Background: an optimization exercise with open tools, aiming at small area. Do not read the settings as production practice.
In this exercise RTL edits were held to simulation tests only and were not proved equivalent to the original.
Power figures rest on the tool's default switching activity, not on a simulated workload.

**flow/run.sh**
```bash
#!/bin/bash
# synth_recipe.tcl (not shown) runs the flow's synth.tcl, then flattens the netlist and writes it again
# the make line also repeats each setting of config.mk as NAME=value (left out here)
make -C /OpenROAD-flow-scripts/flow DESIGN_CONFIG=/design/flow/config.mk WORK_HOME=/design/flow/orfs CLKGATE_MAP_FILE= SYNTH_SCRIPT=/design/flow/synth_recipe.tcl finish
```
**flow/sprite.mem**
```
00f
00f
00f
00f
00f
00f
00f
00f
00f
00f
00f
00f
00f
00f
00f
00f
00f
00f
00f
00f
00f
00f
00f
00f
00f
00f
00f
00f
00f
00f
00f
00f
00f
00f
00f
00f
00f
00f
00f
00f
00f
00f
00f
00f
00f
00f
00f
00f
00f
00f
00f
00f
00f
00f
00f
00f
00f
00f
00f
00f
00f
00f
00f
00f
00f
00f
00f
00f
00f
00f
00f
00f
00f
00f
00f
00f
00f
00f
00f
00f
00f
00f
00f
00f
00f
00f
00f
00f
00f
00f
00f
00f
00f
00f
00f
00f
00f
00f
00f
00f
00f
00f
00f
00f
00f
00f
00f
00f
00f
00f
00f
00f
00f
00f
00f
00f
00f
00f
00f
00f
00f
00f
00f
00f
00f
00f
00f
00f
00f
00f
00f
00f
00f
00f
00f
00f
00f
00f
00f
00f
33f
44f
44f
44f
44f
44f
44f
44f
44f
44f
44f
44f
44f
44f
44f
44f
33f
00f
00f
00f
00f
00f
00f
22f
44f
44f
44f
44f
44f
44f
44f
44f
44f
44f
44f
44f
44f
44f
44f
44f
22f
00f
00f
00f
00f
00f
00f
00f
00f
00f
00f
00f
00f
00f
00f
00f
00f
00f
00f
00f
00f
00f
00f
44f
eef
fff
fff
fff
fff
fff
fff
fff
fff
fff
fff
fff
fff
fff
fff
fff
fff
66f
00f
00f
00f
00f
11f
ccf
fff
fff
fff
fff
fff
fff
fff
fff
fff
fff
fff
fff
fff
fff
fff
fff
bbf
00f
00f
00f
00f
00f
00f
00f
00f
00f
00f
00f
00f
00f
00f
00f
00f
00f
00f
00f
00f
00f
00f
55f
fff
ccf
99f
99f
99f
99f
99f
99f
99f
99f
99f
99f
99f
99f
99f
bbf
fff
88f
00f
00f
00f
00f
22f
eef
eef
99f
99f
99f
99f
99f
99f
99f
99f
99f
99f
99f
99f
99f
aaf
eef
ccf
11f
00f
00f
00f
00f
00f
00f
00f
00f
00f
00f
00f
00f
00f
00f
00f
00f
00f
00f
00f
00f
00f
55f
fff
66f
00f
00f
00f
00f
00f
00f
00f
00f
00f
00f
00f
00f
00f
33f
fff
88f
00f
00f
00f
00f
22f
eef
bbf
00f
00f
00f
00f
00f
00f
00f
00f
00f
00f
00f
00f
00f
11f
ccf
ccf
11f
00f
00f
00f
00f
00f
00f
00f
00f
00f
00f
00f
00f
00f
00f
00f
00f
00f
00f
00f
00f
00f
55f
fff
66f
00f
00f
00f
00f
00f
00f
00f
00f
00f
00f
00f
00f
00f
33f
fff
88f
00f
00f
00f
00f
22f
eef
bbf
00f
00f
00f
00f
00f
00f
00f
00f
00f
00f
00f
00f
00f
11f
ccf
ccf
11f
00f
00f
00f
00f
00f
00f
00f
00f
00f
00f
00f
00f
00f
00f
00f
00f
00f
00f
00f
00f
00f
55f
fff
66f
00f
00f
00f
00f
00f
00f
00f
00f
00f
00f
00f
00f
00f
33f
fff
88f
00f
00f
00f
00f
22f
eef
bbf
00f
00f
00f
00f
00f
00f
00f
00f
00f
00f
00f
00f
00f
11f
ccf
ccf
11f
00f
00f
00f
00f
00f
00f
00f
00f
00f
00f
00f
00f
00f
00f
00f
00f
00f
00f
00f
00f
00f
55f
fff
66f
00f
00f
00f
00f
00f
00f
00f
00f
00f
00f
00f
00f
00f
33f
fff
88f
00f
00f
00f
00f
22f
eef
bbf
00f
00f
00f
00f
00f
00f
00f
00f
00f
00f
00f
00f
00f
11f
ccf
ccf
11f
00f
00f
00f
00f
00f
00f
00f
00f
00f
00f
00f
00f
00f
00f
00f
00f
00f
00f
00f
00f
00f
55f
fff
66f
00f
00f
00f
00f
00f
00f
00f
00f
00f
00f
00f
00f
00f
44f
fff
88f
00f
00f
00f
00f
22f
eef
bbf
11f
00f
00f
00f
00f
00f
00f
00f
00f
00f
00f
00f
00f
11f
ccf
ccf
11f
00f
00f
00f
00f
00f
00f
00f
00f
00f
00f
00f
00f
00f
00f
00f
00f
00f
00f
00f
00f
00f
55f
fff
66f
00f
00f
00f
00f
11f
aaf
ccf
ccf
ccf
ccf
ccf
ccf
ccf
ccf
fff
88f
00f
00f
00f
00f
22f
eef
eef
ccf
ccf
ccf
ccf
ccf
ccf
ccf
ccf
66f
00f
00f
00f
00f
11f
ccf
ccf
11f
00f
00f
00f
00f
00f
00f
00f
00f
00f
00f
00f
00f
00f
00f
00f
00f
00f
00f
00f
00f
00f
55f
fff
66f
00f
00f
00f
00f
33f
eef
eef
ddf
ddf
ddf
ddf
ddf
ddf
ddf
ddf
66f
00f
00f
00f
00f
00f
aaf
ddf
ddf
ddf
ddf
ddf
ddf
ddf
ddf
fff
aaf
00f
00f
00f
00f
11f
ccf
ccf
11f
00f
00f
00f
00f
00f
00f
00f
00f
00f
00f
00f
00f
00f
00f
00f
00f
00f
00f
00f
00f
00f
55f
fff
66f
00f
00f
00f
00f
33f
eef
aaf
11f
11f
11f
11f
11f
11f
11f
11f
00f
00f
00f
00f
00f
00f
00f
11f
11f
11f
11f
11f
11f
11f
33f
eef
aaf
00f
00f
00f
00f
11f
ccf
ccf
11f
00f
00f
00f
00f
00f
00f
00f
00f
00f
00f
00f
00f
00f
00f
00f
00f
00f
00f
00f
00f
00f
55f
fff
66f
00f
00f
00f
00f
33f
fff
99f
00f
00f
00f
00f
00f
00f
00f
00f
00f
00f
00f
00f
00f
00f
00f
00f
00f
00f
00f
00f
00f
00f
22f
eef
aaf
00f
00f
00f
00f
11f
ccf
ccf
11f
00f
00f
00f
00f
00f
00f
00f
00f
00f
00f
00f
00f
00f
00f
00f
00f
00f
00f
00f
00f
00f
55f
fff
66f
00f
00f
00f
00f
33f
fff
99f
00f
00f
00f
00f
00f
00f
00f
00f
00f
00f
00f
00f
00f
00f
00f
00f
00f
00f
00f
00f
00f
00f
22f
eef
aaf
00f
00f
00f
00f
11f
ccf
ccf
11f
00f
00f
00f
00f
00f
00f
00f
00f
00f
00f
00f
00f
00f
00f
00f
00f
00f
00f
00f
00f
00f
55f
fff
66f
00f
00f
00f
00f
33f
fff
99f
00f
00f
00f
00f
00f
00f
00f
00f
00f
00f
00f
00f
00f
00f
00f
00f
00f
00f
00f
00f
00f
00f
22f
eef
aaf
00f
00f
00f
00f
11f
ccf
ccf
11f
00f
00f
00f
00f
00f
00f
00f
00f
00f
00f
00f
00f
00f
00f
00f
00f
00f
00f
00f
00f
00f
55f
fff
66f
00f
00f
00f
00f
33f
fff
99f
00f
00f
00f
00f
00f
00f
00f
00f
00f
00f
00f
00f
00f
00f
00f
00f
00f
00f
00f
00f
00f
00f
22f
eef
aaf
00f
00f
00f
00f
11f
ccf
ccf
11f
00f
00f
00f
00f
00f
00f
00f
00f
00f
00f
00f
00f
00f
00f
00f
00f
00f
00f
00f
00f
00f
55f
fff
66f
00f
00f
00f
00f
33f
fff
99f
00f
00f
00f
00f
00f
00f
00f
00f
00f
00f
00f
00f
00f
00f
00f
00f
00f
00f
00f
00f
00f
00f
22f
eef
aaf
00f
00f
00f
00f
11f
ccf
ccf
11f
00f
00f
00f
00f
00f
00f
00f
00f
00f
00f
00f
00f
00f
00f
00f
00f
00f
00f
00f
00f
00f
55f
fff
66f
00f
00f
00f
00f
33f
fff
99f
00f
00f
00f
00f
00f
00f
00f
00f
00f
00f
00f
00f
00f
00f
00f
00f
00f
00f
00f
00f
00f
00f
22f
eef
aaf
00f
00f
00f
00f
11f
ccf
ccf
11f
00f
00f
00f
00f
00f
00f
00f
00f
00f
00f
00f
00f
00f
00f
00f
00f
00f
00f
00f
00f
00f
55f
fff
ccf
aaf
aaf
aaf
aaf
bbf
fff
99f
00f
00f
00f
00f
00f
00f
00f
00f
00f
00f
00f
00f
00f
00f
00f
00f
00f
00f
00f
00f
00f
00f
22f
eef
eef
aaf
aaf
aaf
aaf
aaf
eef
ccf
11f
00f
00f
00f
00f
00f
00f
00f
00f
00f
00f
00f
00f
00f
00f
00f
00f
00f
00f
00f
00f
00f
44f
eef
eef
fff
fff
fff
fff
eef
eef
77f
00f
00f
00f
00f
00f
00f
00f
00f
00f
00f
00f
00f
00f
00f
00f
00f
00f
00f
00f
00f
00f
00f
11f
ccf
eef
fff
fff
fff
fff
eef
eef
aaf
00f
00f
00f
00f
00f
00f
00f
00f
00f
00f
00f
00f
00f
00f
00f
00f
00f
00f
00f
00f
00f
00f
00f
33f
33f
33f
33f
33f
33f
33f
33f
00f
00f
00f
00f
00f
00f
00f
00f
00f
00f
00f
00f
00f
00f
00f
00f
00f
00f
00f
00f
00f
00f
00f
00f
22f
33f
33f
33f
33f
33f
33f
33f
11f
00f
00f
00f
00f
00f
00f
00f
00f
00f
00f
00f
00f
00f
00f
00f
00f
00f
00f
00f
00f
00f
00f
00f
00f
00f
00f
00f
00f
00f
00f
00f
00f
00f
00f
00f
00f
00f
00f
00f
00f
00f
00f
00f
00f
00f
00f
00f
00f
00f
00f
00f
00f
00f
00f
00f
00f
00f
00f
00f
00f
00f
00f
00f
00f
00f
00f
00f
00f
00f
00f
00f
00f
00f
00f
00f
00f
00f
00f
00f
00f
00f
00f
00f
00f
00f
00f
00f
00f
00f
00f
00f
00f
00f
00f
00f
00f
00f
00f
00f
00f
00f
00f
00f
00f
00f
00f
00f
00f
00f
00f
00f
00f
00f
00f
00f
00f
00f
00f
00f
00f
00f
00f
00f
00f
00f
00f
00f
00f
00f
00f
00f
00f
00f
00f
00f
00f
00f
00f
00f
00f
00f
00f
00f
00f
00f
00f
00f
00f
00f
00f
00f
00f
00f
00f
00f
00f
00f
00f
00f
00f
00f
00f
00f
00f
00f
00f
00f
00f
00f
00f
00f
00f
00f
00f
00f
00f
00f
00f
00f
00f
00f
00f
00f
00f
00f
00f
00f
00f
00f
00f
00f
00f
00f
00f
00f
00f
00f
00f
00f
00f
00f
00f
00f
00f
00f
00f
00f
00f
00f
00f
00f
00f
00f
00f
00f
00f
00f
00f
00f
00f
00f
00f
00f
00f
00f
00f
00f
00f
00f
00f
00f
00f
00f
00f
00f
00f
00f
00f
00f
00f
00f
00f
00f
00f
00f
00f
00f
00f
00f
00f
00f
00f
00f
00f
00f
00f
00f
00f
00f
00f
00f
00f
00f
00f
00f
00f
00f
00f
00f
00f
00f
00f
00f
00f
00f
00f
00f
00f
00f
44f
55f
55f
55f
55f
55f
55f
55f
11f
00f
00f
00f
00f
00f
00f
00f
00f
00f
00f
00f
00f
00f
00f
00f
00f
00f
00f
00f
00f
00f
00f
00f
33f
55f
55f
55f
55f
55f
55f
55f
33f
00f
00f
00f
00f
00f
00f
00f
00f
00f
00f
00f
00f
00f
00f
00f
00f
00f
00f
00f
00f
00f
00f
55f
eef
fff
fff
fff
fff
fff
fff
fff
77f
00f
00f
00f
00f
00f
00f
00f
00f
00f
00f
00f
00f
00f
00f
00f
00f
00f
00f
00f
00f
00f
00f
22f
ccf
fff
fff
fff
fff
fff
fff
fff
bbf
00f
00f
00f
00f
00f
00f
00f
00f
00f
00f
00f
00f
00f
00f
00f
00f
00f
00f
00f
00f
00f
00f
55f
fff
bbf
77f
77f
77f
77f
99f
fff
99f
00f
00f
00f
00f
00f
00f
00f
00f
00f
00f
00f
00f
00f
00f
00f
00f
00f
00f
00f
00f
00f
00f
22f
eef
ccf
77f
77f
77f
77f
88f
eef
ccf
11f
00f
00f
00f
00f
00f
00f
00f
00f
00f
00f
00f
00f
00f
00f
00f
00f
00f
00f
00f
00f
00f
55f
fff
66f
00f
00f
00f
00f
33f
fff
99f
00f
00f
00f
00f
00f
00f
00f
00f
00f
00f
00f
00f
00f
00f
00f
00f
00f
00f
00f
00f
00f
00f
22f
eef
aaf
00f
00f
00f
00f
00f
ccf
ccf
11f
00f
00f
00f
00f
00f
00f
00f
00f
00f
00f
00f
00f
00f
00f
00f
00f
00f
00f
00f
00f
00f
55f
fff
66f
00f
00f
00f
00f
33f
fff
99f
00f
00f
00f
00f
00f
00f
00f
00f
00f
00f
00f
00f
00f
00f
00f
00f
00f
00f
00f
00f
00f
00f
22f
eef
aaf
00f
00f
00f
00f
11f
ccf
ccf
11f
00f
00f
00f
00f
00f
00f
00f
00f
00f
00f
00f
00f
00f
00f
00f
00f
00f
00f
00f
00f
00f
55f
fff
66f
00f
00f
00f
00f
33f
fff
99f
00f
00f
00f
00f
00f
00f
00f
00f
00f
00f
00f
00f
00f
00f
00f
00f
00f
00f
00f
00f
00f
00f
22f
eef
aaf
00f
00f
00f
00f
11f
ccf
ccf
11f
00f
00f
00f
00f
00f
00f
00f
00f
00f
00f
00f
00f
00f
00f
00f
00f
00f
00f
00f
00f
00f
55f
fff
66f
00f
00f
00f
00f
33f
fff
99f
00f
00f
00f
00f
00f
00f
00f
00f
00f
00f
00f
00f
00f
00f
00f
00f
00f
00f
00f
00f
00f
00f
22f
eef
aaf
00f
00f
00f
00f
11f
ccf
ccf
11f
00f
00f
00f
00f
00f
00f
00f
00f
00f
00f
00f
00f
00f
00f
00f
00f
00f
00f
00f
00f
00f
55f
fff
66f
00f
00f
00f
00f
33f
fff
99f
00f
00f
00f
00f
00f
00f
00f
00f
00f
00f
00f
00f
00f
00f
00f
00f
00f
00f
00f
00f
00f
00f
22f
eef
aaf
00f
00f
00f
00f
11f
ccf
ccf
11f
00f
00f
00f
00f
00f
00f
00f
00f
00f
00f
00f
00f
00f
00f
00f
00f
00f
00f
00f
00f
00f
55f
fff
66f
00f
00f
00f
00f
33f
fff
99f
00f
00f
00f
00f
00f
00f
00f
00f
00f
00f
00f
00f
00f
00f
00f
00f
00f
00f
00f
00f
00f
00f
22f
eef
aaf
00f
00f
00f
00f
11f
ccf
ccf
11f
00f
00f
00f
00f
00f
00f
00f
00f
00f
00f
00f
00f
00f
00f
00f
00f
00f
00f
00f
00f
00f
55f
fff
66f
00f
00f
00f
00f
33f
eef
aaf
33f
33f
33f
33f
33f
33f
33f
33f
00f
00f
00f
00f
00f
00f
11f
33f
33f
33f
33f
33f
33f
33f
55f
eef
aaf
00f
00f
00f
00f
11f
ccf
ccf
11f
00f
00f
00f
00f
00f
00f
00f
00f
00f
00f
00f
00f
00f
00f
00f
00f
00f
00f
00f
00f
00f
55f
fff
66f
00f
00f
00f
00f
33f
eef
fff
eef
eef
eef
eef
eef
eef
eef
eef
66f
00f
00f
00f
00f
11f
ccf
eef
eef
eef
eef
eef
eef
eef
eef
fff
aaf
00f
00f
00f
00f
11f
ccf
ccf
11f
00f
00f
00f
00f
00f
00f
00f
00f
00f
00f
00f
00f
00f
00f
00f
00f
00f
00f
00f
00f
00f
55f
fff
66f
00f
00f
00f
00f
11f
88f
aaf
aaf
aaf
aaf
aaf
aaf
aaf
ccf
fff
88f
00f
00f
00f
00f
22f
eef
eef
aaf
aaf
aaf
aaf
aaf
aaf
aaf
aaf
55f
00f
00f
00f
00f
11f
ccf
ccf
11f
00f
00f
00f
00f
00f
00f
00f
00f
00f
00f
00f
00f
00f
00f
00f
00f
00f
00f
00f
00f
00f
55f
fff
66f
00f
00f
00f
00f
00f
00f
00f
00f
00f
00f
00f
00f
00f
44f
fff
88f
00f
00f
00f
00f
22f
eef
bbf
00f
00f
00f
00f
00f
00f
00f
00f
00f
00f
00f
00f
00f
11f
ccf
ccf
11f
00f
00f
00f
00f
00f
00f
00f
00f
00f
00f
00f
00f
00f
00f
00f
00f
00f
00f
00f
00f
00f
55f
fff
66f
00f
00f
00f
00f
00f
00f
00f
00f
00f
00f
00f
00f
00f
33f
fff
88f
00f
00f
00f
00f
22f
eef
bbf
00f
00f
00f
00f
00f
00f
00f
00f
00f
00f
00f
00f
00f
11f
ccf
ccf
11f
00f
00f
00f
00f
00f
00f
00f
00f
00f
00f
00f
00f
00f
00f
00f
00f
00f
00f
00f
00f
00f
55f
fff
66f
00f
00f
00f
00f
00f
00f
00f
00f
00f
00f
00f
00f
00f
33f
fff
88f
00f
00f
00f
00f
22f
eef
bbf
00f
00f
00f
00f
00f
00f
00f
00f
00f
00f
00f
00f
00f
11f
ccf
ccf
11f
00f
00f
00f
00f
00f
00f
00f
00f
00f
00f
00f
00f
00f
00f
00f
00f
00f
00f
00f
00f
00f
55f
fff
66f
00f
00f
00f
00f
00f
00f
00f
00f
00f
00f
00f
00f
00f
33f
fff
88f
00f
00f
00f
00f
22f
eef
bbf
00f
00f
00f
00f
00f
00f
00f
00f
00f
00f
00f
00f
00f
11f
ccf
ccf
11f
00f
00f
00f
00f
00f
00f
00f
00f
00f
00f
00f
00f
00f
00f
00f
00f
00f
00f
00f
00f
00f
55f
fff
66f
00f
00f
00f
00f
00f
00f
00f
00f
00f
00f
00f
00f
00f
44f
fff
88f
00f
00f
00f
00f
22f
eef
bbf
00f
00f
00f
00f
00f
00f
00f
00f
00f
00f
00f
00f
00f
11f
ccf
ccf
11f
00f
00f
00f
00f
00f
00f
00f
00f
00f
00f
00f
00f
00f
00f
00f
00f
00f
00f
00f
00f
00f
55f
fff
ccf
bbf
bbf
bbf
bbf
bbf
bbf
bbf
bbf
bbf
bbf
bbf
bbf
bbf
ccf
fff
88f
00f
00f
00f
00f
22f
eef
eef
bbf
bbf
bbf
bbf
bbf
bbf
bbf
bbf
bbf
bbf
bbf
bbf
bbf
bbf
eef
ccf
11f
00f
00f
00f
00f
00f
00f
00f
00f
00f
00f
00f
00f
00f
00f
00f
00f
00f
00f
00f
00f
00f
33f
ddf
eef
eef
eef
eef
eef
eef
eef
eef
eef
eef
eef
eef
eef
eef
eef
eef
66f
00f
00f
00f
00f
11f
bbf
eef
eef
eef
eef
eef
eef
eef
eef
eef
eef
eef
eef
eef
eef
eef
eef
aaf
00f
00f
00f
00f
00f
00f
00f
00f
00f
00f
00f
00f
00f
00f
00f
00f
00f
00f
00f
00f
00f
00f
00f
22f
22f
22f
22f
22f
22f
22f
22f
22f
22f
22f
22f
22f
22f
22f
22f
22f
00f
00f
00f
00f
00f
00f
11f
22f
22f
22f
22f
22f
22f
22f
22f
22f
22f
22f
22f
22f
22f
22f
22f
11f
00f
00f
00f
00f
00f
00f
00f
00f
00f
00f
00f
00f
00f
00f
00f
00f
00f
00f
00f
00f
00f
00f
00f
00f
00f
00f
00f
00f
00f
00f
00f
00f
00f
00f
00f
00f
00f
00f
00f
00f
00f
00f
00f
00f
00f
00f
00f
00f
00f
00f
00f
00f
00f
00f
00f
00f
00f
00f
00f
00f
00f
00f
00f
00f
00f
00f
00f
00f
00f
00f
00f
00f
00f
00f
00f
00f
00f
00f
00f
00f
00f
00f
00f
00f
00f
00f
00f
00f
00f
00f
00f
00f
00f
00f
00f
00f
00f
00f
00f
00f
00f
00f
00f
00f
00f
00f
00f
00f
00f
00f
00f
00f
00f
00f
00f
00f
00f
00f
00f
00f
00f
00f
00f
00f
00f
00f
00f
00f
00f
00f
00f
00f
00f
00f
00f
00f
00f
00f
00f
```
**flow/constraint.sdc**
```tcl
create_clock -name core_clock -period 11.0 [get_ports {ClkPort}]
set_input_delay 2.2000 -clock core_clock [delete_from_list [all_inputs] [get_ports {ClkPort}]]
set_output_delay 2.2000 -clock core_clock [all_outputs]
set_load 0.01 [all_outputs]
```
**flow/config.mk**
```make
export PLATFORM = sky130hd
export DESIGN_NAME = A7_vga_top
export DESIGN_NICKNAME = A7_vga_top
export VERILOG_FILES = /design/flow/design.v
export SDC_FILE = /design/flow/constraint.sdc
export NUM_CORES = 8
export LEC_CHECK = 0
export CAP_MARGIN = 20
export CORE_MARGIN = 2
export CORE_UTILIZATION = 40
export SLEW_MARGIN = 20
export SYNTH_MEMORY_MAX_BITS = 65536
```
**flow/design.v**
```verilog
`timescale 1ns / 1ps
module display_controller(
	input clk,
	input rst,
	output hSync, vSync,
	output reg bright,
	output reg[9:0] hCount, 
	output reg [9:0] vCount  
	);
	reg pulse;
	reg clk25;
	wire tick = !pulse && !clk25;
	always @(posedge clk)
		if (rst) begin
			pulse <= 0;
			clk25 <= 0;
		end else begin
			pulse <= ~pulse;
			if (!pulse)
				clk25 <= ~clk25;
		end
	always @ (posedge clk)
		if (rst)
			begin
			hCount <= 0;
			vCount <= 0;
			end
		else if (tick)
		begin
		if (hCount < 10'd799)
			begin
			hCount <= hCount + 1;
			end
		else if (vCount < 10'd524)
			begin
			hCount <= 0;
			vCount <= vCount + 1;
			end
		else
			begin
			hCount <= 0;
			vCount <= 0;
			end
		end
	assign hSync = (hCount < 96) ? 1:0;
	assign vSync = (vCount < 2) ? 1:0;
	always @(posedge clk)
		if (rst)
			bright <= 0;
		else if (tick)
		begin
		if(hCount > 10'd143 && hCount < 10'd784 && vCount > 10'd34 && vCount < 10'd516)
			bright <= 1;
		else
			bright <= 0;
		end	
endmodule
`timescale 1ns / 1ps
module cursor_controller(
    input  wire        clk,
    input  wire        rst,
    input  wire        bright,
    input  wire [9:0]  hCount,
    input  wire [9:0]  vCount,
    input  wire        btn_l,
    input  wire        btn_r,
    input  wire        btn_u,
    input  wire        btn_d,
    output reg  [11:0] rgb,        
    output wire [3:0]  sprite_row,
    output wire [3:0]  sprite_col,
    output wire        in_sprite
);
  localparam integer GRID_SIZE    = 10;
  localparam integer CELL_WIDTH   = 64;
  localparam integer CELL_HEIGHT  = 48;
  localparam integer GRID_LEFT    = 144;
  localparam integer GRID_TOP     = 35;
  localparam integer LINE_THICK   = 1;
  localparam integer SPRITE_W     = 64;
  localparam integer SPRITE_H     = 48;
  reg [2:0] btn_l_hist, btn_r_hist, btn_u_hist, btn_d_hist;
  reg btn_l_debounced, btn_r_debounced, btn_u_debounced, btn_d_debounced;
  reg btn_l_prev, btn_r_prev, btn_u_prev, btn_d_prev;
  reg [9:0] sample_cnt;    
  wire sample_tick = (sample_cnt == 0);
  always @(posedge clk) begin
    if (rst) begin
      sample_cnt <= 0;
      btn_l_hist <= 0; btn_r_hist <= 0; btn_u_hist <= 0; btn_d_hist <= 0;
      btn_l_prev <= 0; btn_r_prev <= 0; btn_u_prev <= 0; btn_d_prev <= 0;
      btn_l_debounced <= 0; btn_r_debounced <= 0;
      btn_u_debounced <= 0; btn_d_debounced <= 0;
    end else begin
    sample_cnt <= sample_cnt + 1;
    if (sample_tick) begin
      btn_l_hist <= {btn_l_hist[1:0], btn_l};
      btn_r_hist <= {btn_r_hist[1:0], btn_r};
      btn_u_hist <= {btn_u_hist[1:0], btn_u};
      btn_d_hist <= {btn_d_hist[1:0], btn_d};
      btn_l_prev <= btn_l_debounced;
      btn_r_prev <= btn_r_debounced;
      btn_u_prev <= btn_u_debounced;
      btn_d_prev <= btn_d_debounced;
      btn_l_debounced <= &btn_l_hist;
      btn_r_debounced <= &btn_r_hist;
      btn_u_debounced <= &btn_u_hist;
      btn_d_debounced <= &btn_d_hist;
    end
    end
  end
  wire btn_l_edge = btn_l_debounced & ~btn_l_prev;
  wire btn_r_edge = btn_r_debounced & ~btn_r_prev;
  wire btn_u_edge = btn_u_debounced & ~btn_u_prev;
  wire btn_d_edge = btn_d_debounced & ~btn_d_prev;
  reg [3:0] col_reg, row_reg;
  assign sprite_col = col_reg;
  assign sprite_row = row_reg;
  always @(posedge clk) begin
    if (rst) begin
      col_reg <= 0;
      row_reg <= 0;
    end else if (sample_tick) begin
      if (btn_l_edge && col_reg > 0)        col_reg <= col_reg - 1;
      else if (btn_r_edge && col_reg < GRID_SIZE-1) col_reg <= col_reg + 1;
      if (btn_u_edge && row_reg > 0)        row_reg <= row_reg - 1;
      else if (btn_d_edge && row_reg < GRID_SIZE-1) row_reg <= row_reg + 1;
    end
  end
  wire [9:0] sprite_x = GRID_LEFT + col_reg*CELL_WIDTH + LINE_THICK + ((CELL_WIDTH - 2*LINE_THICK - SPRITE_W)/2);
  wire [9:0] sprite_y = GRID_TOP  + row_reg*CELL_HEIGHT + LINE_THICK + ((CELL_HEIGHT-2*LINE_THICK - SPRITE_H)/2);
  assign in_sprite = bright
    && (hCount >= sprite_x) && (hCount < sprite_x + SPRITE_W)
    && (vCount >= sprite_y) && (vCount < sprite_y + SPRITE_H);
  always @(*) rgb = 12'h000;
endmodule
`timescale 1ns / 1ps
module sprite_rom (
  input  wire        clk,
  input  wire [11:0] addr,         
  output reg  [11:0] color
);
  localparam integer W = 64;
  localparam integer H = 48;
  reg [11:0] mem [0:W*H-1];   
  initial begin
    $readmemh("sprite.mem", mem);
  end
  always @(posedge clk) begin
    color <= (addr < W*H) ? mem[addr] : 12'h00F;
  end
endmodule
`timescale 1ns / 1ps
module game_state(
  input  wire        clk,
  input  wire        rst,           
  input  wire        reset,         
  input  wire        btn_c,         
  input  wire [3:0]  sprite_row,    
  input  wire [3:0]  sprite_col,    
  input  wire        show_answer,   
  output reg  [199:0] cell_status_flat,
  output reg  [4:0]  turns_left,
  output reg  [2:0]  ships_remaining
);
  reg [1:0] cell_status [0:9][0:9];   
  reg       ship_map    [0:9][0:9];   
  reg [2:0] ship_id     [0:9][0:9];   
  reg       ship1_sunk, ship2_sunk, ship3_sunk, ship4_sunk, ship5_sunk;
  integer   r, c;
  reg reset_d;
  wire reset_rise;
  always @(posedge clk)
    if (rst) reset_d <= 1'b0;
    else     reset_d <= reset;
  assign reset_rise = reset && !reset_d;
  reg [2:0] patternIndex;
  always @(posedge clk)
    if (rst)
      patternIndex <= 3'd0;
    else if (reset_rise)
      patternIndex <= (patternIndex + 1) % 5;
  reg btnc_d;
  wire bomb_edge;
  always @(posedge clk)
    if (rst) btnc_d <= 1'b0;
    else     btnc_d <= btn_c;
  assign bomb_edge = btn_c && !btnc_d;
  wire all_sunk =
       ship1_sunk
    && ship2_sunk
    && ship3_sunk
    && ship4_sunk
    && ship5_sunk;
  function is_valid_position;
    input [3:0] row, col;
    reg valid;
    integer i, j;
    begin
      valid = 1'b1;
      for (i = -1; i <= 1; i = i + 1) begin
        for (j = -1; j <= 1; j = j + 1) begin
          if (row+i >= 0 && row+i < 10 && col+j >= 0 && col+j < 10) begin
            if (ship_map[row+i][col+j] == 1'b1) valid = 1'b0;
          end
        end
      end
      is_valid_position = valid;
    end
  endfunction
  always @(posedge clk) begin
    if (rst || reset) begin
      turns_left      <= 5'd15;
      ships_remaining <= 3'd5;
      ship1_sunk <= 1'b0; ship2_sunk <= 1'b0;
      ship3_sunk <= 1'b0; ship4_sunk <= 1'b0;
      ship5_sunk <= 1'b0;
      for (r = 0; r < 10; r = r + 1)
        for (c = 0; c < 10; c = c + 1) begin
          ship_map[r][c] <= 1'b0;
          cell_status[r][c] <= 2'b00;
          ship_id[r][c] <= 3'd0;
        end
      case (rst ? 3'd0 : patternIndex)
        3'd0: begin
          for (c = 1; c <= 6; c = c + 1) begin
            ship_map[1][c] <= 1'b1;
            ship_id[1][c] <= 3'd1;
          end
          for (r = 3; r <= 7; r = r + 1) begin
            ship_map[r][3] <= 1'b1;
            ship_id[r][3] <= 3'd2;
          end
          for (c = 5; c <= 9; c = c + 1) begin
            ship_map[5][c] <= 1'b1;
            ship_id[5][c] <= 3'd3;
          end
          for (r = 0; r <= 2; r = r + 1) begin
            ship_map[r][8] <= 1'b1;
            ship_id[r][8] <= 3'd4;
          end
          for (r = 7; r <= 9; r = r + 1) begin
            ship_map[r][0] <= 1'b1;
            ship_id[r][0] <= 3'd5;
          end
        end
        3'd1: begin
          for (c = 0; c <= 5; c = c + 1) begin
            ship_map[0][c] <= 1'b1;
            ship_id[0][c] <= 3'd1;
          end
          for (r = 2; r <= 6; r = r + 1) begin
            ship_map[r][2] <= 1'b1;
            ship_id[r][2] <= 3'd2;
          end
          for (c = 4; c <= 8; c = c + 1) begin
            ship_map[8][c] <= 1'b1;
            ship_id[8][c] <= 3'd3;
          end
          for (r = 0; r <= 2; r = r + 1) begin
            ship_map[r][9] <= 1'b1;
            ship_id[r][9] <= 3'd4;
          end
          for (r = 7; r <= 9; r = r + 1) begin
            ship_map[r][0] <= 1'b1;
            ship_id[r][0] <= 3'd5;
          end
        end
        3'd2: begin
          for (r = 0; r <= 5; r = r + 1) begin
            ship_map[r][0] <= 1'b1;
            ship_id[r][0] <= 3'd1;
          end
          for (c = 2; c <= 6; c = c + 1) begin
            ship_map[7][c] <= 1'b1;
            ship_id[7][c] <= 3'd2;
          end
          for (r = 2; r <= 6; r = r + 1) begin
            ship_map[r][9] <= 1'b1;
            ship_id[r][9] <= 3'd3;
          end
          for (c = 7; c <= 9; c = c + 1) begin
            ship_map[0][c] <= 1'b1;
            ship_id[0][c] <= 3'd4;
          end
          for (c = 0; c <= 2; c = c + 1) begin
            ship_map[9][c] <= 1'b1;
            ship_id[9][c] <= 3'd5;
          end
        end
        3'd3: begin
          for (c = 4; c <= 9; c = c + 1) begin
            ship_map[9][c] <= 1'b1;
            ship_id[9][c] <= 3'd1;
          end
          for (r = 0; r <= 4; r = r + 1) begin
            ship_map[r][3] <= 1'b1;
            ship_id[r][3] <= 3'd2;
          end
          for (c = 0; c <= 4; c = c + 1) begin
            ship_map[6][c] <= 1'b1;
            ship_id[6][c] <= 3'd3;
          end
          for (r = 0; r <= 2; r = r + 1) begin
            ship_map[r][7] <= 1'b1;
            ship_id[r][7] <= 3'd4;
          end
          for (r = 0; r <= 2; r = r + 1) begin
            ship_map[r][0] <= 1'b1;
            ship_id[r][0] <= 3'd5;
          end
        end
        3'd4: begin
          for (r = 0; r <= 5; r = r + 1) begin
            ship_map[r][9] <= 1'b1;
            ship_id[r][9] <= 3'd1;
          end
          for (c = 2; c <= 6; c = c + 1) begin
            ship_map[0][c] <= 1'b1;
            ship_id[0][c] <= 3'd2;
          end
          for (r = 3; r <= 7; r = r + 1) begin
            ship_map[r][4] <= 1'b1;
            ship_id[r][4] <= 3'd3;
          end
          for (c = 0; c <= 2; c = c + 1) begin
            ship_map[8][c] <= 1'b1;
            ship_id[8][c] <= 3'd4;
          end
          for (c = 0; c <= 2; c = c + 1) begin
            ship_map[2][c] <= 1'b1;
            ship_id[2][c] <= 3'd5;
          end
        end
      endcase
    end else begin
      if (bomb_edge && turns_left > 0 && !all_sunk) begin
        if (cell_status[sprite_row][sprite_col] == 2'b00) begin
          if (ship_map[sprite_row][sprite_col])
            cell_status[sprite_row][sprite_col] <= 2'b10;   
          else begin
            cell_status[sprite_row][sprite_col] <= 2'b01;   
            turns_left <= turns_left - 1;
          end
        end
      end
      if (!ship1_sunk) begin
        ship1_sunk = 1'b1;  
        for (r = 0; r < 10; r = r + 1) begin
          for (c = 0; c < 10; c = c + 1) begin
            if (ship_id[r][c] == 3'd1 && cell_status[r][c] != 2'b10)
              ship1_sunk = 1'b0;  
          end
        end
        if (ship1_sunk) begin
          for (r = 0; r < 10; r = r + 1) begin
            for (c = 0; c < 10; c = c + 1) begin
              if (ship_id[r][c] == 3'd1)
                cell_status[r][c] <= 2'b11;
            end
          end
          ships_remaining <= ships_remaining - 1;
        end
      end
      if (!ship2_sunk) begin
        ship2_sunk = 1'b1;  
        for (r = 0; r < 10; r = r + 1) begin
          for (c = 0; c < 10; c = c + 1) begin
            if (ship_id[r][c] == 3'd2 && cell_status[r][c] != 2'b10)
              ship2_sunk = 1'b0;  
          end
        end
        if (ship2_sunk) begin
          for (r = 0; r < 10; r = r + 1) begin
            for (c = 0; c < 10; c = c + 1) begin
              if (ship_id[r][c] == 3'd2)
                cell_status[r][c] <= 2'b11;
            end
          end
          ships_remaining <= ships_remaining - 1;
        end
      end
      if (!ship3_sunk) begin
        ship3_sunk = 1'b1;  
        for (r = 0; r < 10; r = r + 1) begin
          for (c = 0; c < 10; c = c + 1) begin
            if (ship_id[r][c] == 3'd3 && cell_status[r][c] != 2'b10)
              ship3_sunk = 1'b0;  
          end
        end
        if (ship3_sunk) begin
          for (r = 0; r < 10; r = r + 1) begin
            for (c = 0; c < 10; c = c + 1) begin
              if (ship_id[r][c] == 3'd3)
                cell_status[r][c] <= 2'b11;
            end
          end
          ships_remaining <= ships_remaining - 1;
        end
      end
      if (!ship4_sunk) begin
        ship4_sunk = 1'b1;  
        for (r = 0; r < 10; r = r + 1) begin
          for (c = 0; c < 10; c = c + 1) begin
            if (ship_id[r][c] == 3'd4 && cell_status[r][c] != 2'b10)
              ship4_sunk = 1'b0;  
          end
        end
        if (ship4_sunk) begin
          for (r = 0; r < 10; r = r + 1) begin
            for (c = 0; c < 10; c = c + 1) begin
              if (ship_id[r][c] == 3'd4)
                cell_status[r][c] <= 2'b11;
            end
          end
          ships_remaining <= ships_remaining - 1;
        end
      end
      if (!ship5_sunk) begin
        ship5_sunk = 1'b1;  
        for (r = 0; r < 10; r = r + 1) begin
          for (c = 0; c < 10; c = c + 1) begin
            if (ship_id[r][c] == 3'd5 && cell_status[r][c] != 2'b10)
              ship5_sunk = 1'b0;  
          end
        end
        if (ship5_sunk) begin
          for (r = 0; r < 10; r = r + 1) begin
            for (c = 0; c < 10; c = c + 1) begin
              if (ship_id[r][c] == 3'd5)
                cell_status[r][c] <= 2'b11;
            end
          end
          ships_remaining <= ships_remaining - 1;
        end
      end
    end
  end
  always @(*) begin
    for (r = 0; r < 10; r = r + 1) begin
      for (c = 0; c < 10; c = c + 1) begin
        if (show_answer && !all_sunk && ship_map[r][c])
          cell_status_flat[(r*10 + c)*2 +:2] = 2'b11;
        else
          cell_status_flat[(r*10 + c)*2 +:2] = cell_status[r][c];
      end
    end
  end
endmodule
`timescale 1ns / 1ps
module renderer(
  input  wire        clk,
  input  wire        bright,
  input  wire [9:0]  hCount,
  input  wire [9:0]  vCount,
  input  wire [11:0] sprite_color,
  input  wire        in_sprite,
  input  wire [199:0] cell_status_flat,
  output reg  [11:0] rgb
);
  localparam BLACK=12'h000, WHITE=12'hFFF, BLUE=12'h00F,
             GRAY=12'h888, RED=12'hF00;
  localparam integer GRID_LEFT=144, GRID_TOP=35,
                     CELL_WIDTH=64, CELL_HEIGHT=48,
                     LINE_THICK=1;
  wire inGrid = bright &&
                (hCount>=GRID_LEFT) && (hCount<GRID_LEFT+CELL_WIDTH*10) &&
                (vCount>=GRID_TOP)  && (vCount<GRID_TOP +CELL_HEIGHT*10);
  wire [3:0] row = (vCount - GRID_TOP) / CELL_HEIGHT;
  wire [3:0] col = (hCount - GRID_LEFT) / CELL_WIDTH;
  wire isV = inGrid && (((hCount - GRID_LEFT) % CELL_WIDTH) < LINE_THICK);
  wire isH = inGrid && (((vCount - GRID_TOP) % CELL_HEIGHT) < LINE_THICK);
  wire [1:0] status = inGrid ? cell_status_flat[(row*10+col)*2 +: 2] : 2'b00;
  reg  [11:0] bg;
  always @(*) begin
    case(status)
      2'b00: bg = BLUE;    
      2'b01: bg = GRAY;    
      2'b10: bg = BLACK;   
      2'b11: bg = RED;     
      default: bg = BLUE;
    endcase
  end
  always @(*) begin
    if (!bright)
      rgb = BLACK;
    else if (in_sprite && sprite_color!=12'h00F)
      rgb = sprite_color;
    else if (isV || isH)
      rgb = WHITE;
    else
      rgb = bg;
  end
endmodule
`timescale 1ns / 1ps
module ssd_controller(
  input  wire       clk,
  input  wire       rst,
  input  wire [4:0] turns_left,
  input  wire [2:0] ships_remaining,   
  output reg [7:0]  anode,
  output reg [6:0]  ssdOut
);
  function [6:0] seg7;
    input [3:0] val;
    case(val)
      4'h0: seg7 = 7'b1000000;
      4'h1: seg7 = 7'b1111001;
      4'h2: seg7 = 7'b0100100;
      4'h3: seg7 = 7'b0110000;
      4'h4: seg7 = 7'b0011001;
      4'h5: seg7 = 7'b0010010;
      4'h6: seg7 = 7'b0000010;
      4'h7: seg7 = 7'b1111000;
      4'h8: seg7 = 7'b0000000;
      4'h9: seg7 = 7'b0010000;
      4'hA: seg7 = 7'b0001000;
      4'hB: seg7 = 7'b0000011;
      4'hC: seg7 = 7'b1000110;
      4'hD: seg7 = 7'b0100001;
      4'hE: seg7 = 7'b0000110;
      4'hF: seg7 = 7'b0001110;
      default: seg7 = 7'b1111111;
    endcase
  endfunction
  reg [15:0] refresh_cnt;
  always @(posedge clk) begin
    if (rst)
      refresh_cnt <= 0;
    else
      refresh_cnt <= refresh_cnt + 1;
  end
  wire display_select = refresh_cnt[15];
  always @(*) begin
    if (display_select) begin
      anode = 8'b11111110;   
      ssdOut = seg7(turns_left[3:0]);
    end else begin
      anode = 8'b11101111;  
      ssdOut = seg7({1'b0, ships_remaining});   
    end
  end
endmodule
`timescale 1ns / 1ps
module A7_vga_top(
  input  wire        ClkPort,
  input  wire        rst,             
  input  wire        BtnL, BtnR, BtnU, BtnD, BtnC,
  input  wire        SW0,             
  input  wire        SW1,
  output wire        hSync, vSync,
  output wire [3:0]  vgaR, vgaG, vgaB,
  output wire [7:0]  Anodes,
  output wire [6:0]  Segs,
  output wire        QuadSpiFlashCS
);
  wire        bright;
  wire [9:0]  hc, vc;
  wire [11:0] rgb_pix, sprite_color;
  wire        in_sprite;
  wire [3:0]  sprite_row, sprite_col;
  wire [199:0] cell_status_flat;
  wire [4:0]   turns_left;
  wire [2:0]   ships_remaining;        
  display_controller dc(
    .clk    (ClkPort),
    .rst    (rst),
    .hSync  (hSync),
    .vSync  (vSync),
    .bright (bright),
    .hCount (hc),
    .vCount (vc)
  );
  cursor_controller cursor_control(
    .clk        (ClkPort),
    .rst        (rst),
    .bright     (bright),
    .hCount     (hc),
    .vCount     (vc),
    .btn_l      (BtnL),
    .btn_r      (BtnR),
    .btn_u      (BtnU),
    .btn_d      (BtnD),
    .rgb        (),
    .sprite_row (sprite_row),
    .sprite_col (sprite_col),
    .in_sprite  (in_sprite)
  );
  sprite_rom rom(
    .clk   (ClkPort),
    .addr  (in_sprite 
            ? ((vc - (35 + sprite_row*48 + 1))*64 + (hc - (144 + sprite_col*64 + 1))) 
            : 12'd0),
    .color (sprite_color)
  );
  game_state gs(
    .clk               (ClkPort),
    .rst               (rst),
    .reset             (SW0), 
    .btn_c             (BtnC),
    .sprite_row        (sprite_row),
    .sprite_col        (sprite_col),
    .show_answer       (SW1),
    .cell_status_flat  (cell_status_flat),
    .turns_left        (turns_left),
    .ships_remaining   (ships_remaining)   
  );
  renderer rdr(
    .clk              (ClkPort),
    .bright           (bright),
    .hCount           (hc),
    .vCount           (vc),
    .sprite_color     (sprite_color),
    .in_sprite        (in_sprite),
    .cell_status_flat (cell_status_flat),
    .rgb              (rgb_pix)
  );
  assign vgaR = rgb_pix[11:8];
  assign vgaG = rgb_pix[7 :4];
  assign vgaB = rgb_pix[3 :0];
  ssd_controller ssd(
    .clk             (ClkPort),
    .rst             (rst),
    .turns_left      (turns_left),
    .ships_remaining (ships_remaining),   
    .anode           (Anodes),
    .ssdOut          (Segs)
  );
  assign QuadSpiFlashCS = 1'b1;
endmodule
```
==> results.txt <==
## cell usage after synthesis, drive strengths merged, types with 35 or more instances
master  instances
nor2          413
nand2         366
o21ai         310
edfxtp        291
a21oi         256
clkbuf        191
nor3          148
nand3         121
dfxtp         113
inv           111
ha             98
buf            79
a211oi         68
o31ai          68
xnor2          68
or3            58
nand2b         48
mux2i          46
xor2           41
o211ai         35
o22ai          35
## metrics by stage
stage	hold slack, ps	util	setup slack, ps	instance area (sq um)
after global placement	414	0.418	1280	30400
after CTS	436	0.440	611	32000
final	437	0.441	557	32000
after floorplan	398	-	3150	29400
after global routing	464	0.441	89.1	32000
after detailed placement	424	0.418	1270	30400
## power groups by stage
stage          Combinational [uW]  Clock [uW]  Sequential, uW
3_3_place_gp                  508           0            1800
5_1_grt                       567        1720            1780
2_1_floorplan                 359           0            1750
3_5_place_dp                  506           0            1800
4_1_cts                       509        1660            1770
6_report                      527        1650            1780
## cell families (layout without fill, tap and decap cells)
logic type	after synthesis	in the layout	share of synthesized area
mux	77	77	0.0339
buf+inv	382	300	0.0544
other cells	2	34	0.000256
fa+ha+maj	110	110	0.0500
flops	404	404	0.375
xor+xnor	110	110	0.0346
simple gates	1350	1350	0.216
compound gates	1072	1072	0.235
## how the worst max path moves through the flow
stage / startpoint / to / slack (ps) / depth (start not counted)
6_report: dc.vCount[2] / vgaR[2] / 560 / 21
3_5_place_dp: dc.vCount[2] / vgaR[2] / 1270 / 21
4_1_cts: dc.vCount[2] / vgaR[2] / 610 / 21
5_1_grt: dc.vCount[2] / vgaR[0] / 90 / 21
3_3_place_gp: dc.vCount[2] / vgaR[1] / 1280 / 23
2_1_floorplan: dc.vCount[2] / vgaB[1] / 3150 / 28
## layout by cell type (no fill, tap or decap), types with 36 or more instances in the layout
cell type and n:
sky130_fd_sc_hd__nor2_1 410, sky130_fd_sc_hd__nand2_1 363, sky130_fd_sc_hd__o21ai_0 297, sky130_fd_sc_hd__edfxtp_1 291
sky130_fd_sc_hd__a21oi_1 255, sky130_fd_sc_hd__nor3_1 141, sky130_fd_sc_hd__nand3_1 120, sky130_fd_sc_hd__dfxtp_1 112
sky130_fd_sc_hd__inv_1 106, sky130_fd_sc_hd__ha_1 96, sky130_fd_sc_hd__o31ai_1 68, sky130_fd_sc_hd__a211oi_1 67
sky130_fd_sc_hd__buf_4 67, sky130_fd_sc_hd__xnor2_1 60, sky130_fd_sc_hd__or3_1 58, sky130_fd_sc_hd__nand2b_1 48
sky130_fd_sc_hd__clkbuf_16 48, sky130_fd_sc_hd__mux2i_1 46, sky130_fd_sc_hd__xor2_1 36
## layer usage
metal,global-route usage,routed length (um),vias up
met5,0,0,-
met4,0.171,7740,0
met1,0.400,45600,13500
li1,-,-,12800
met2,0.440,48400,1845
met3,0.0530,11900,416
## cell type report
cell class | count | area [sq um]
antenna | 2 | 5.00
clock buffer | 66 | 1340
clock inverter | 24 | 280
fill | 7250 | 40700
inverter | 112 | 424
multi-input combinational | 2751 | 17000
sequential | 404 | 11000
tap | 959 | 1200
timing repair buffer | 98 | 808
## worst max-delay path: stages, from the launching register on
cell and delay [ps]:
sky130_fd_sc_hd__dfxtp_1 370, sky130_fd_sc_hd__inv_1 150, sky130_fd_sc_hd__ha_1 300, sky130_fd_sc_hd__or3b_2 520, sky130_fd_sc_hd__nand2_1 160, sky130_fd_sc_hd__xor2_1 600
sky130_fd_sc_hd__nand2_1 200, sky130_fd_sc_hd__a21boi_0 180, sky130_fd_sc_hd__o21ai_0 470, sky130_fd_sc_hd__ha_1 320, sky130_fd_sc_hd__ha_1 400, sky130_fd_sc_hd__a21oi_1 190
sky130_fd_sc_hd__xnor2_1 700, sky130_fd_sc_hd__nor2_1 110, sky130_fd_sc_hd__a32oi_1 170, sky130_fd_sc_hd__o21ai_0 100, sky130_fd_sc_hd__o41ai_1 730, sky130_fd_sc_hd__a31oi_1 180
sky130_fd_sc_hd__nor4_1 840, sky130_fd_sc_hd__a21oi_1 240, sky130_fd_sc_hd__nor2_1 160, sky130_fd_sc_hd__clkdlybuf4s50_1 550
==> summary.md <==
For the total number of H-tree levels, the log shows 2. The die extent in y is 275 um. Share of async-settable or async-resettable flops after synthesis: 0. TritonCTS built the clock tree. The register with the most flip-flops in the layout has 256 of them. The prevailing post-synth register cell was sky130_fd_sc_hd__edfxtp_1.

The core area is 72700 sq um. After detailed routing, the number of remaining DRC violations is 0. 39 I/O pins were placed.

The tools report the overall track demand over capacity in global routing as 0.294. The final period utilization was 0.949; the initial antenna violation count was 2. In this run, post-CTS hold repair placed 0 buffers. Entering global routing, the biggest net connects 73 pins. Clock-pin slew was measured on the worst setup and hold paths at 50 ps. The share of total power in combinational logic was 0.133. The die covers 75400 sq um.

The total count of hold-check failures in the final report was 0; the switching fraction of total power was 0.284. The number of pins exceeding their max-slew limit in the final report was 0; the count of unique library cells instantiated by Yosys was 106. The setup check on the worst reg-to-reg path leaves a slack of 3620 ps.

The fraction of final layout cells sized beyond drive strength 1 is 0.0744, and the total power per unit cell area is 123 nW/um^2. Design internal power: 2830 uW. The number of vias after detailed routing is 28500, and the sequential fraction of design power is 0.450.

The run gives 8 as the first-pass iteration count of the detailed router. In the post-synthesis netlist, the biggest area contributors are sky130_fd_sc_hd__edfxtp_1 (30%), sky130_fd_sc_hd__dfxtp_1 (7.7%), sky130_fd_sc_hd__nor2_1 (5.3%). The normalized max-slew margin is 0.186. Relative to the synthesized area, the layout overhead comes to 9.33%. The tools report the netlist area before placement as 29300 sq um. More flip-flops sit in one register than any other, and that register is gs.cell_status.

After legalization and detailed placement, the total HPWL measured 79800 um. Along the worst path, the maximum fanout reaches 10. In the final routed layout, each cell accounts on average for 25.7 um. Static timing analysis puts the maximum clock frequency at 95.8 MHz. The worst hold path begins at ssd.refresh_cnt[0]. The clock latency on the worst-skew pair was 610 ps.

The DRC marker count from the first detailed-route iteration was 4209. The horizontal extent of the die came out at 275 um. Once the clock tree was built, the setup fixing pass inserted 0 buffers. By startpoint and endpoint, the worst setup path is classified as reg2out. The number of cells on the worst reg-to-reg path is 14, and the endpoint arrival time on the critical path is 8240 ps.

Counting the buffers created by CTS gives 48. In this run the worst hold path is classified as reg2reg. The data required time of the critical path was 8800 ps; the power dissipated by switching net loads was 1120 uW. For this run, the post-layout net count is 3534. The total of max-cap violations was 0. The via count of the first global-routing pass was 26000. The count of cells in the finished layout, fillers not included, comes to 4416. Using the TritonRoute via totals, the vias-per-cell ratio works out to 6.45. The sequential area share after synthesis is 0.375, and the post-layout minimum cycle time is 10440 ps. After layout, the design draws a total of 3950 uW. At the pin with the least slew margin, the transition time is 1220 ps. Standard-cell row count: 99.

Summed over all layers, the routed wires come to 114000 um. The number of flops mapped to enable cells by yosys was 291. Setup repair after global routing left no endpoint under its margin. The terminating pin of the worst hold path is ssd.refresh_cnt[0].

For the global route total overflow, the log shows 0. At the end of routability-driven placement, the weighted congestion stood at 1.00. The synthesized design spends more area on one cell type than any other, namely sky130_fd_sc_hd__edfxtp_1. The logs give 0.417 for the clock group share of total power and 3 for the maximum root-to-sink buffer count. The post-route setup TNS was 0 ps; the number of synthesis warnings was 9. The number of gates resized after CTS is 0. In the final layout, the registers with the most flip-flops are gs.cell_status: 256 flops, gs.ship_id: 27 flops, ssd.refresh_cnt: 16 flops. Endpoint of the worst register-to-register path: gs.cell_status[69][1].

Counting every sink on the clock net gives 404. The count of input and output buffers was 31. The number of cells traversed by the worst hold path is 1. The clock arrives with 24.5 ps of skew. The number of placed instances, taps included, is 4324.

The first global-routing pass estimated 168000 um of wire. The initial core utilization was 0.403. The kind of end point of the critical path was an output port. After synthesis the netlist holds a flip-flop and latch count of 404. Setup violations remaining at the end of the flow were counted as 0.

The mean cell area of the mapped netlist came out at 8.36 sq um. The flow ran to the end and the layout has no timing, DRC or antenna violations. The worst setup path is launched from a flip-flop. The residual antenna-violating net count after detailed routing is 0, and the leakage power of the design is 0.0117 uW.

Proportion of netlist area held by the largest area contributor: 0.298. The worst register-to-register path begins at cursor_control.row_reg[1]. The run gives 3507 as the number of cells produced by synthesis. The cell at the root of the clock tree is sky130_fd_sc_hd__clkbuf_16.

The maximum resistive drop on vdd is 0.109 mV.

[port drivers added, routing unchanged]
In the flow no input, the clock included, has a driving cell. The finished layout below was timed again as built, in two steps. Step 1 sets driving cells, clkbuf_16 on the clock port and buf_2 on the other inputs (assumed; they add their load-dependent delay and slew). Step 2 also shifts input and output timing later by t, the mid clock arrival at the registers, as if the neighbouring blocks saw the same clock. Three values: no drivers, after step 1, after step 2; two values: the first two.
t (ns): 0.669
slack for setup (ns): 0.557 / 0.489 / 1.158
worst data-port slew with drivers (ns): 0.08
After both steps this run still meets setup and hold. The setup slack of this run moves by -0.068 ns with the drivers and by +0.601 ns with both steps.
